This design comes from an exercise in tuning for small area on the open sky130 flow, not from production work. Where RTL was checked, it was by simulation tests only, not by an equivalence proof against the original. Power is estimated from default activity; no workload was simulated.

==> run a <==
==> flow/design.v <==
module PipelinedProcessor(
    input clk, reset,
    input [31:0] instruction_in,  
    input [31:0] data_in,         
    output reg [31:0] data_out,   
    output reg [31:0] address_out  
);
    reg [31:0] register_file[0:15];
    reg [3:0] d_rd;
    reg [3:0] d_rs_lo, d_rs_hi, d_rt_lo, d_rt_hi;
    reg [15:0] d_imm;
    reg d_sub, d_and, d_ld;         
    reg d_wr;                       
    wire [3:0] opcode = instruction_in[31:28];
    always @(posedge clk) begin
        d_rs_lo <= 4'b1 << instruction_in[25:24];
        d_rs_hi <= 4'b1 << instruction_in[27:26];
        d_rt_lo <= 4'b1 << instruction_in[21:20];
        d_rt_hi <= 4'b1 << instruction_in[23:22];
        d_rd <= instruction_in[19:16];
        d_imm <= instruction_in[15:0];
        d_sub <= opcode == 4'b0001;
        d_and <= opcode == 4'b0010;
    end
    always @(posedge clk or posedge reset) begin
        if (reset) begin
            d_wr <= 0;
            d_ld <= 0;
        end else begin
            d_wr <= opcode == 4'b0000 || opcode == 4'b0001 ||
                    opcode == 4'b0010 || opcode == 4'b1000;
            d_ld <= opcode == 4'b1000;
        end
    end
    reg [15:0] sel_a, sel_b;
    integer k;
    always @(*)
        for (k = 0; k < 16; k = k + 1) begin
            sel_a[k] = d_rs_hi[k / 4] & d_rs_lo[k % 4];
            sel_b[k] = d_rt_hi[k / 4] & d_rt_lo[k % 4];
        end
    reg [31:0] a, rb;
    integer i;
    always @(*) begin
        a = 0;
        rb = 0;
        for (i = 0; i < 16; i = i + 1) begin
            a = a | ({32{sel_a[i]}} & register_file[i]);
            rb = rb | ({32{sel_b[i]}} & register_file[i]);
        end
    end
    wire [31:0] b = d_ld ? {16'b0, d_imm} : rb;
    localparam K = 12;
    localparam H = 32 - K;
    wire [K-1:0] b_lo = d_sub ? ~b[K-1:0] : b[K-1:0];
    wire [K:0] sum_lo = {1'b0, a[K-1:0]} + {1'b0, b_lo} + {{K{1'b0}}, d_sub};
    wire [K-1:0] res_lo = d_and ? (a[K-1:0] & b[K-1:0]) : sum_lo[K-1:0];
    reg [K-1:0] e_lo;
    reg [H-1:0] e_ahi, e_bhi;
    reg e_c;
    reg [31:0] w_res;
    reg [3:0] e_rd, m_rd, w_rd;
    reg e_wr, m_wr, w_wr;
    reg e_ld, m_ld, w_ld;
    wire [H-1:0] res_hi = e_ahi + e_bhi + {{(H-1){1'b0}}, e_c};
    always @(posedge clk) begin
        e_lo <= res_lo;
        e_c <= sum_lo[K] & ~d_and;
        e_ahi <= d_and ? (a[31:K] & b[31:K]) : a[31:K];
        e_bhi <= d_and ? {H{1'b0}} : d_sub ? ~b[31:K] : b[31:K];
        w_res <= address_out;
        address_out <= e_wr ? {res_hi, e_lo} : 32'b0;
        e_rd <= d_rd;
        m_rd <= e_rd;
        w_rd <= m_rd;
    end
    always @(posedge clk or posedge reset) begin
        if (reset) begin
            e_wr <= 0; m_wr <= 0; w_wr <= 0;
            e_ld <= 0; m_ld <= 0; w_ld <= 0;
            data_out <= 0;
        end else begin
            e_wr <= d_wr;
            m_wr <= e_wr;
            w_wr <= m_wr;
            e_ld <= d_ld;
            m_ld <= e_ld;
            w_ld <= m_ld;
            if (m_ld)
                data_out <= data_in;
        end
    end
    always @(posedge clk) begin
        if (w_wr)
            register_file[w_rd] <= w_ld ? data_out : w_res;
    end
endmodule
==> flow/flow/run.sh <==
#!/bin/bash
# The standard layout (standard.sh, synthesis included) with these changes to
# how it is made:
#  - before global placement the buffers synthesis inserted are removed
#    (pre_gpl.tcl), so that the resizer buffers those nets itself;
#  - the resizer may swap a cell for one of another footprint
#    (MATCH_CELL_FOOTPRINT=0);
#  - port buffers use the smallest buffer, sky130_fd_sc_hd__buf_1;
#  - clock tree synthesis inserts no dummy loads and builds the tree from
#    clkbuf_8 cells with sink clusters of up to 16 flip-flops.
# The make output goes to standard_make.log; each step's log is under orfs/logs.
set -euo pipefail
here=$(cd "$(dirname "$0")" && pwd)
export PRE_GLOBAL_PLACE_TCL="$here/pre_gpl.tcl"
export BUFFER_PORTS_ARGS="-buffer_cell sky130_fd_sc_hd__buf_1"
export CTS_ARGS="-sink_clustering_enable -repair_clock_nets -dont_use_dummy_load -buf_list sky130_fd_sc_hd__clkbuf_8 -sink_clustering_size 16 -sink_clustering_max_diameter 60"
bash standard.sh MATCH_CELL_FOOTPRINT=0 finish > standard_make.log 2>&1
==> flow/flow/pre_gpl.tcl <==
remove_buffers
==> flow/standard.sh <==
#!/bin/bash
# synth_recipe.tcl (not shown) runs the flow's synth.tcl, then flattens the netlist and writes it again
# the make line also repeats each setting of config.mk as NAME=value (left out here)
make -C /OpenROAD-flow-scripts/flow DESIGN_CONFIG=/design/flow/config.mk WORK_HOME=/design/flow/orfs CLKGATE_MAP_FILE= SYNTH_SCRIPT=/design/flow/synth_recipe.tcl "${@:-finish}"
==> flow/config.mk <==
export PLATFORM = sky130hd
export DESIGN_NAME = PipelinedProcessor
export DESIGN_NICKNAME = PipelinedProcessor
export VERILOG_FILES = /design/flow/design.v
export SDC_FILE = /design/flow/constraint.sdc
export NUM_CORES = 4
export LEC_CHECK = 0
export CAP_MARGIN = 20
export CORE_MARGIN = 2
export CORE_UTILIZATION = 55
export GPL_TIMING_DRIVEN = 0
export SETUP_SLACK_MARGIN = 0.15
export SLEW_MARGIN = 20
==> flow/constraint.sdc <==
create_clock -name core_clock -period 5.0 [get_ports {clk}]
set_input_delay 1.0000 -clock core_clock [delete_from_list [all_inputs] [get_ports {clk}]]
set_output_delay 1.0000 -clock core_clock [all_outputs]
set_load 0.01 [all_outputs]
==> run b (differences from run a) <==
==> flow/design.v, changed modules only <==
module PipelinedProcessor(
    input clk, reset,
    input [31:0] instruction_in,  
    input [31:0] data_in,         
    output reg [31:0] data_out,   
    output reg [31:0] address_out  
);
    localparam K = 16;
    localparam H = 32 - K;
    reg [31:0] register_file[0:15];
    wire [3:0] opcode = instruction_in[31:28];
    wire [3:0] rs = instruction_in[27:24];
    wire [3:0] rt = instruction_in[23:20];
    wire [3:0] rd = instruction_in[19:16];
    wire [15:0] imm = instruction_in[15:0];
    wire op_add  = opcode == 4'b0000;
    wire op_sub  = opcode == 4'b0001;
    wire op_and  = opcode == 4'b0010;
    wire op_load = opcode == 4'b1000;
    wire [15:0] sel_a = 16'b1 << rs;
    wire [15:0] sel_b = 16'b1 << rt;
    reg [31:0] a, rb;
    integer i;
    always @(*) begin
        a = 0;
        rb = 0;
        for (i = 0; i < 16; i = i + 1) begin
            a = a | ({32{sel_a[i]}} & register_file[i]);
            rb = rb | ({32{sel_b[i]}} & register_file[i]);
        end
    end
    wire [31:0] b = op_load ? {16'b0, imm} : rb;
    wire [K-1:0] b_lo = op_sub ? ~b[K-1:0] : b[K-1:0];
    wire [K:0] sum_lo = {1'b0, a[K-1:0]} + {1'b0, b_lo} + {{K{1'b0}}, op_sub};
    wire [K-1:0] res_lo = op_and ? (a[K-1:0] & b[K-1:0]) : sum_lo[K-1:0];
    reg [K-1:0] s1_lo;
    reg [H-1:0] s1_ahi, s1_bhi;
    reg s1_c;
    reg s1_arith, s1_sub, s1_and;   
    reg s1_wr, s2_wr, s3_wr;        
    reg s1_ld, s2_ld, s3_ld;        
    reg [3:0] s1_rd, s2_rd, s3_rd;
    reg [31:0] s2_res;
    reg s2_alu;
    wire [H-1:0] bhi = s1_sub ? ~s1_bhi : s1_bhi;
    wire [H-1:0] sum_hi = s1_ahi + bhi + {{(H-1){1'b0}}, s1_c};
    wire [H-1:0] res_hi = s1_and ? (s1_ahi & s1_bhi) : sum_hi;
    always @(posedge clk) begin
        s1_lo <= res_lo;
        s1_c <= sum_lo[K];
        s1_ahi <= a[31:K];
        s1_bhi <= b[31:K];
        s1_rd <= rd;
        s2_rd <= s1_rd;
        s3_rd <= s2_rd;
        s2_res <= {res_hi, s1_lo};
    end
    always @(posedge clk or posedge reset) begin
        if (reset) begin
            s1_arith <= 0; s1_sub <= 0; s1_and <= 0;
            s1_wr <= 0; s2_wr <= 0; s3_wr <= 0;
            s1_ld <= 0; s2_ld <= 0; s3_ld <= 0;
            s2_alu <= 0;
            address_out <= 0;
            data_out <= 0;
        end else begin
            s1_arith <= op_add | op_load;
            s1_sub <= op_sub;
            s1_and <= op_and;
            s1_wr <= op_add | op_sub | op_and | op_load;
            s2_wr <= s1_wr;
            s3_wr <= s2_wr;
            s1_ld <= op_load;
            s2_ld <= s1_ld;
            s3_ld <= s2_ld;
            s2_alu <= s1_arith | s1_sub | s1_and;
            address_out <= s2_alu ? s2_res : 32'b0;
            if (s3_ld)
                data_out <= data_in;
        end
    end
    always @(posedge clk) begin
        if (s3_wr)
            register_file[s3_rd] <= s3_ld ? data_in : address_out;
    end
endmodule
==> flow/flow/run.sh (replaced) <==
#!/bin/bash
# The standard layout (standard.sh) with three changes to how it is made:
#  - port buffers use the smallest buffer, sky130_fd_sc_hd__buf_1;
#  - clock tree synthesis inserts no dummy loads and builds the tree from
#    clkbuf_8 cells with larger sink clusters.
# Everything else, synthesis included, is the standard flow.
set -euo pipefail
export BUFFER_PORTS_ARGS="-buffer_cell sky130_fd_sc_hd__buf_1"
export CTS_ARGS="-sink_clustering_enable -repair_clock_nets -dont_use_dummy_load -buf_list sky130_fd_sc_hd__clkbuf_8 -sink_clustering_size 16 -sink_clustering_max_diameter 60"
bash standard.sh > standard_make.log 2>&1
--- a/flow/config.mk
+++ b/flow/config.mk
@@ -6,8 +6,7 @@
 export NUM_CORES = 4
 export LEC_CHECK = 0
-export CAP_MARGIN = 20
+export CAP_MARGIN = 0
 export CORE_MARGIN = 2
-export CORE_UTILIZATION = 55
+export CORE_UTILIZATION = 65
 export GPL_TIMING_DRIVEN = 0
-export SETUP_SLACK_MARGIN = 0.15
-export SLEW_MARGIN = 20
+export SLEW_MARGIN = 0
removed: flow/flow/pre_gpl.tcl
==> run c (differences from run a) <==
==> flow/design.v, changed modules only <==
module PipelinedProcessor(
    input clk, reset,
    input [31:0] instruction_in,  
    input [31:0] data_in,         
    output reg [31:0] data_out,   
    output reg [31:0] address_out  
);
    reg [31:0] register_file[0:15];
    reg [3:0] d_rd;
    reg [3:0] d_rs_lo, d_rs_hi, d_rt_lo, d_rt_hi;
    reg [15:0] d_imm;
    reg d_sub, d_and, d_ld;         
    reg d_wr;                       
    wire [3:0] opcode = instruction_in[31:28];
    always @(posedge clk) begin
        d_rs_lo <= 4'b1 << instruction_in[25:24];
        d_rs_hi <= 4'b1 << instruction_in[27:26];
        d_rt_lo <= 4'b1 << instruction_in[21:20];
        d_rt_hi <= 4'b1 << instruction_in[23:22];
        d_rd <= instruction_in[19:16];
        d_imm <= instruction_in[15:0];
        d_sub <= opcode == 4'b0001;
        d_and <= opcode == 4'b0010;
    end
    always @(posedge clk or posedge reset) begin
        if (reset) begin
            d_wr <= 0;
            d_ld <= 0;
        end else begin
            d_wr <= opcode == 4'b0000 || opcode == 4'b0001 ||
                    opcode == 4'b0010 || opcode == 4'b1000;
            d_ld <= opcode == 4'b1000;
        end
    end
    reg [15:0] sel_a, sel_b;
    integer k;
    always @(*)
        for (k = 0; k < 16; k = k + 1) begin
            sel_a[k] = d_rs_hi[k / 4] & d_rs_lo[k % 4];
            sel_b[k] = d_rt_hi[k / 4] & d_rt_lo[k % 4];
        end
    reg [31:0] a, rb;
    integer i;
    always @(*) begin
        a = 0;
        rb = 0;
        for (i = 0; i < 16; i = i + 1) begin
            a = a | ({32{sel_a[i]}} & register_file[i]);
            rb = rb | ({32{sel_b[i]}} & register_file[i]);
        end
    end
    wire [31:0] b = d_ld ? {16'b0, d_imm} : rb;
    reg [31:0] e_a, e_b;
    reg e_c;
    reg [31:0] w_res;
    reg [3:0] e_rd, m_rd, w_rd;
    reg e_wr, m_wr, w_wr;
    reg e_ld, m_ld, w_ld;
    wire [31:0] res = e_a + e_b + {31'b0, e_c};
    always @(posedge clk) begin
        e_a <= d_and ? (a & b) : a;
        e_b <= d_and ? 32'b0 : d_sub ? ~b : b;
        e_c <= d_sub;
        w_res <= address_out;
        address_out <= e_wr ? res : 32'b0;
        e_rd <= d_rd;
        m_rd <= e_rd;
        w_rd <= m_rd;
    end
    always @(posedge clk or posedge reset) begin
        if (reset) begin
            e_wr <= 0; m_wr <= 0; w_wr <= 0;
            e_ld <= 0; m_ld <= 0; w_ld <= 0;
            data_out <= 0;
        end else begin
            e_wr <= d_wr;
            m_wr <= e_wr;
            w_wr <= m_wr;
            e_ld <= d_ld;
            m_ld <= e_ld;
            w_ld <= m_ld;
            if (m_ld)
                data_out <= data_in;
        end
    end
    always @(posedge clk) begin
        if (w_wr)
            register_file[w_rd] <= w_ld ? data_out : w_res;
    end
endmodule
==> flow/flow/run.sh (replaced) <==
#!/bin/bash
# The standard layout (standard.sh, synthesis included) with these changes to
# how it is made:
#  - port buffers use the smallest buffer, sky130_fd_sc_hd__buf_1;
#  - clock tree synthesis inserts no dummy loads and builds the tree from
#    clkbuf_8 cells with sink clusters of up to 16 flip-flops;
#  - after global routing, cells on paths with slack are downsized
#    (repair_timing -recover_power).
# The make output goes to standard_make.log; each step's log is under orfs/logs.
set -euo pipefail
export BUFFER_PORTS_ARGS="-buffer_cell sky130_fd_sc_hd__buf_1"
export CTS_ARGS="-sink_clustering_enable -repair_clock_nets -dont_use_dummy_load -buf_list sky130_fd_sc_hd__clkbuf_8 -sink_clustering_size 16 -sink_clustering_max_diameter 60"
export RECOVER_POWER=100
bash standard.sh > standard_make.log 2>&1
--- a/flow/config.mk
+++ b/flow/config.mk
@@ -10,4 +10,4 @@
 export CORE_UTILIZATION = 55
 export GPL_TIMING_DRIVEN = 0
-export SETUP_SLACK_MARGIN = 0.15
+export SETUP_SLACK_MARGIN = 0
 export SLEW_MARGIN = 20
removed: flow/flow/pre_gpl.tcl
==> comparison <==
Between run c and run a, the lower power is in run a (gap 3.2%, measured against run a). Between run c and run b, the lower non-clock buffer count is in run b (gap 11). Sequential cell count, lowest first: run b, run a, run c. The highest hold slack belongs to run b, the lowest to run a. Clock skew, highest first: run a, run c, run b. Of run c and run b, run b has the higher register-to-register slack (gap 690 ps). Critical path depth: run b > run a > run c. Against run b, the sequential share of layout area of run a is higher by 1.8 points. Combinational power: run b > run c > run a. Final cell count, highest first: run c, run b, run a. Run c completed and failed the layout checks on capacitance limit, slew limit. Run a finished with timing, DRC and antenna clean. Run b completed and failed the layout checks on setup timing.
==> figures <==
metric                                                                                      run b       run a                          run c
Run status                                                             complete, but fails checks  timing/DRC/antenna clean     complete, but fails checks
Reasons for failing layout checks                                                    setup timing           -  capacitance limit, slew limit
Gate Count Post-Synth                                                                        2035        1966                           2049
Number of non-filler instances in the completed layout                                       2871        2767                           2981
Die boundary width                                                                         212 µm      232 µm                         235 µm
Cell with the most instances on the worst path                                             a21o_1    a21boi_0                       clkbuf_1
Net Count, Synth                                                                             2133        2064                           2147
Number of multi-input logic gates                                                            1138        1095                           1144
Number of iterations in the first detailed-routing pass                                         8           8                              9
Number of antenna violations at the first check in global routing                               5           3                             10
Worst VDD drop                                                                           0.344 mV    0.228 mV                       0.253 mV
Max-cap violation count                                                                         0           0                             16
Parity-gate share of the synthesized area counting xor and xnor cells                      0.0152      0.0137                         0.0144
Final Instance Area                                                                    0.0315 mm²  0.0316 mm²                     0.0317 mm²
Detailed-route vias per instance                                                             7.90        7.46                           7.70
Net switching power                                                                       3.06 mW     3.01 mW                        3.25 mW
Final setup violation count                                                                     1           0                              0
Placement Setup Slack                                                                    -2310 ps      137 ps                        1330 ps
Top routing layer used                                                                       met5        met4                           met5
RSZ-0062 raised after global routing                                                            -          no                             no
Distinct cells, synth                                                                          67          64                             60
Overall via count from detail_route                                                         22700       20600                          23000
Function not checked in run b: the RTL went through the layout flow alone.

-- what the ideal ports hide --
In the flow no input, the clock included, has a driving cell. The finished layouts below were timed again as built, in two steps. Step 1 (the two cells are an assumption about what drives the block):
set clk [get_ports {clk}]
set_driving_cell -lib_cell sky130_fd_sc_hd__clkbuf_16 $clk
set_driving_cell -lib_cell sky130_fd_sc_hd__buf_2 [delete_from_list [all_inputs] $clk]
Step 2 moves the port delays by t, midway between the first and last clock arrival at a register: inputs arrive t later, outputs are due t later. That takes back most of the time a late clock gives input paths. a / b / c = no drivers / after step 1 / after step 2; a / b = the first two.
| run | t, ns | setup WS [ns] | worst hold slack (ns) | worst data-port slew with drivers (ns) | pins driven straight from the clock port |
|---|---|---|---|---|---|
| run a | 0.764 | 0.422 / 0.422 / 0.422 | 0.186 / 0.143 / 0.335 | 0.10 | 1 |
| run b | 0.747 | -0.005 / 0.016 / -0.731 | 0.317 / 0.317 / 0.317 | 0.05 | 1 |
| run c | 0.776 | 0.192 / 0.192 / 0.192 | 0.199 / 0.164 / 0.335 | 0.05 | 1 |
The setup slack of run b, which loses most, moves by +0.021 ns with the drivers and by -0.726 ns with both steps.
